This is an optimization exercise on Yosys and OpenROAD, whose aim is small area, not a production implementation. RTL that was checked went through simulation tests only; none was proved equivalent to the original. Power and IR drop assume default switching activity.

## alpha
==> module gray_converter, before the edit <==
module gray_converter(
    input [23:0] rgb_in,
    output [7:0] rgb_out 
);
assign rgb_out = (rgb_in[7:0] >> 4) + (rgb_in[15:8] >> 1) + (rgb_in[23:16] >> 2);
endmodule
Settings: LEC_CHECK=0, CAP_MARGIN=20, CORE_MARGIN=2, CORE_UTILIZATION=75, PLACE_DENSITY=0.9, SLEW_MARGIN=20, SYNTH_HIERARCHICAL=1; clock period 6.0 ns.
standard.sh (not shown) runs the stock make flow with config.mk's settings and CLKGATE_MAP_FILE= SYNTH_SCRIPT=/design/flow/synth_recipe.tcl, a recipe that flattens the netlist after the stock synthesis.
==> flow/flow/run.sh <==
#!/bin/bash
# Own flow: the standard layout (standard.sh: standard synthesis,
# floorplan, power grid, placement, routing, all unchanged), except that
#  - the clock tree is built from small clock buffers on larger sink
#    clusters and without dummy loads (CTS_ARGS), and
set -uo pipefail
cd "$(dirname "$0")/.."
export BUFFER_PORTS_ARGS="-buffer_cell sky130_fd_sc_hd__buf_1"
base="-sink_clustering_enable -repair_clock_nets -dont_use_dummy_load"
trees=(
  "-sink_clustering_size 20 -sink_clustering_max_diameter 50 -buf_list sky130_fd_sc_hd__clkbuf_8"
  "-sink_clustering_size 20 -sink_clustering_max_diameter 42 -buf_list sky130_fd_sc_hd__clkbuf_8"
  "-sink_clustering_size 30 -sink_clustering_max_diameter 60"
)
RESULTS=$(pwd)/orfs/results/sky130hd/image_processor/base
export RESULTS
n=0
for t in "${trees[@]}"; do
  n=$((n+1))
  export CTS_ARGS="$base $t"
  if [[ $n -gt 1 ]]; then
    bash standard.sh clean_cts clean_route clean_finish > clean_$n.log 2>&1
  fi
  if ! bash standard.sh > standard_$n.log 2>&1; then
    continue
  fi
  openroad -no_init -exit flow/check.tcl > check_$n.log 2>&1 || continue
  cp orfs/reports/sky130hd/image_processor/base/6_finish.rpt finish_$n.rpt 2>/dev/null || true
  cp orfs/logs/sky130hd/image_processor/base/6_report.log report_$n.log 2>/dev/null || true
  slew=$(awk '/^CHECK clk_pin_slew_ps/{print $3}' check_$n.log)
  setup=$(awk '/^CHECK setup_slack/{print $3}' check_$n.log)
  if awk -v s="$slew" -v t="$setup" 'BEGIN{exit !(s != "" && s < 122 && t != "" && t >= 0.06)}'; then
    exit 0
  fi
done
[[ -f out/final.def ]]
==> flow/flow/check.tcl <==
set P $::env(FLOW_HOME)/platforms/sky130hd
set R $::env(RESULTS)
read_lef $P/lef/sky130_fd_sc_hd.tlef
read_lef $P/lef/sky130_fd_sc_hd_merged.lef
read_liberty $P/lib/sky130_fd_sc_hd__tt_025C_1v80.lib
read_db $R/6_final.odb
read_sdc $R/6_final.sdc
read_spef $R/6_final.spef
set_propagated_clock [all_clocks]
set worst 0
foreach pin [all_registers -clock_pins -edge_triggered] {
  foreach edge {rise fall} {
    foreach analysis {min max} {
      set s [expr {[sta::time_ui_sta [get_property $pin slew_${analysis}_$edge]] * 1e12}]
      if {$s > $worst} { set worst $s }
    }
  }
}
puts "CHECK clk_pin_slew_ps $worst"
puts "CHECK setup_slack [sta::worst_slack -max]"
puts "CHECK hold_slack [sta::worst_slack -min]"
Modified inputs, beta compared to alpha
==> flow/design.v, changed modules only <==
module gray_converter(
    input [23:0] rgb_in,
    output [7:0] rgb_out 
);
wire [3:0] b = rgb_in[7:4];
wire [6:0] g = rgb_in[15:9];
wire [5:0] r = rgb_in[23:18];
function automatic [1:0] fa(input x, input y, input z);    
    fa = {(x & y) | (x & z) | (y & z), x ^ y ^ z};
endfunction
function automatic [1:0] ha(input x, input y);
    ha = {x & y, x ^ y};
endfunction
wire [1:0] f0 = fa(b[0], g[0], r[0]);
wire [1:0] f1 = fa(b[1], g[1], r[1]);
wire [1:0] f2 = fa(b[2], g[2], r[2]);
wire [1:0] f3 = fa(b[3], g[3], r[3]);
wire [1:0] f4 = fa(g[4], r[4], f3[1]);
wire [1:0] h1 = ha(f1[0], f0[1]);
wire [1:0] a2 = fa(f2[0], f1[1], h1[1]);
wire [1:0] a3 = fa(f3[0], f2[1], a2[1]);
wire [1:0] h4 = ha(f4[0], a3[1]);
wire [1:0] f5 = fa(g[5], r[5], f4[1]);
wire [1:0] h5 = ha(f5[0], h4[1]);
wire [1:0] a6 = fa(g[6], f5[1], h5[1]);
assign rgb_out = {a6[1], a6[0], h5[0], h4[0], a3[0], a2[0], h1[0], f0[0]};
endmodule
==> run summary <==
beta ends up with higher total global-route track usage than alpha does. [beta] worst reg-to-reg setup slack rose 0.13 ns relative to alpha. beta ended with more area growth from synthesis to final layout than alpha. Between beta and alpha, the difference in post-synthesis cell count is negligible. In beta the first-pass GRT wire length turned out about 3% higher than in alpha. Cell area: beta vs alpha — no meaningful difference. Summary — peak supply drop, beta relative to alpha: lower, by 2.4%. beta vs alpha, power went up by 0.53%.
For beta, only the layout was checked, not whether the RTL still works.

separate check: timing with driven ports:
In the flow no input, the clock included, has a driving cell. The finished layouts below were timed again as built, in two steps.
Step 1 (the two cells are an assumption about what drives the block):
set clk [get_ports {clk}]
set_driving_cell -lib_cell sky130_fd_sc_hd__clkbuf_16 $clk
set_driving_cell -lib_cell sky130_fd_sc_hd__buf_2 [delete_from_list [all_inputs] $clk]
Step 2 also shifts input and output timing later by t, the mid clock arrival at the registers, as if the neighbouring blocks saw the same clock.
a / b / c = ideal / step 1 / step 2; a / b = the first two.
| run | t, ns | setup WS [ns] | hold slack, ns | latest minus earliest clock arrival (ns) | pins driven straight from the clock port |
|---|---|---|---|---|---|
| alpha | 0.758 | 1.467 / 1.467 / 1.467 | 0.344 / 0.344 / 0.344 | 0.139 / 0.140 | 1 |
| beta | 0.769 | 1.596 / 1.596 / 1.596 | 0.334 / 0.334 / 0.334 | 0.131 / 0.131 | 1 |
After both steps setup and hold are still met in every run listed.
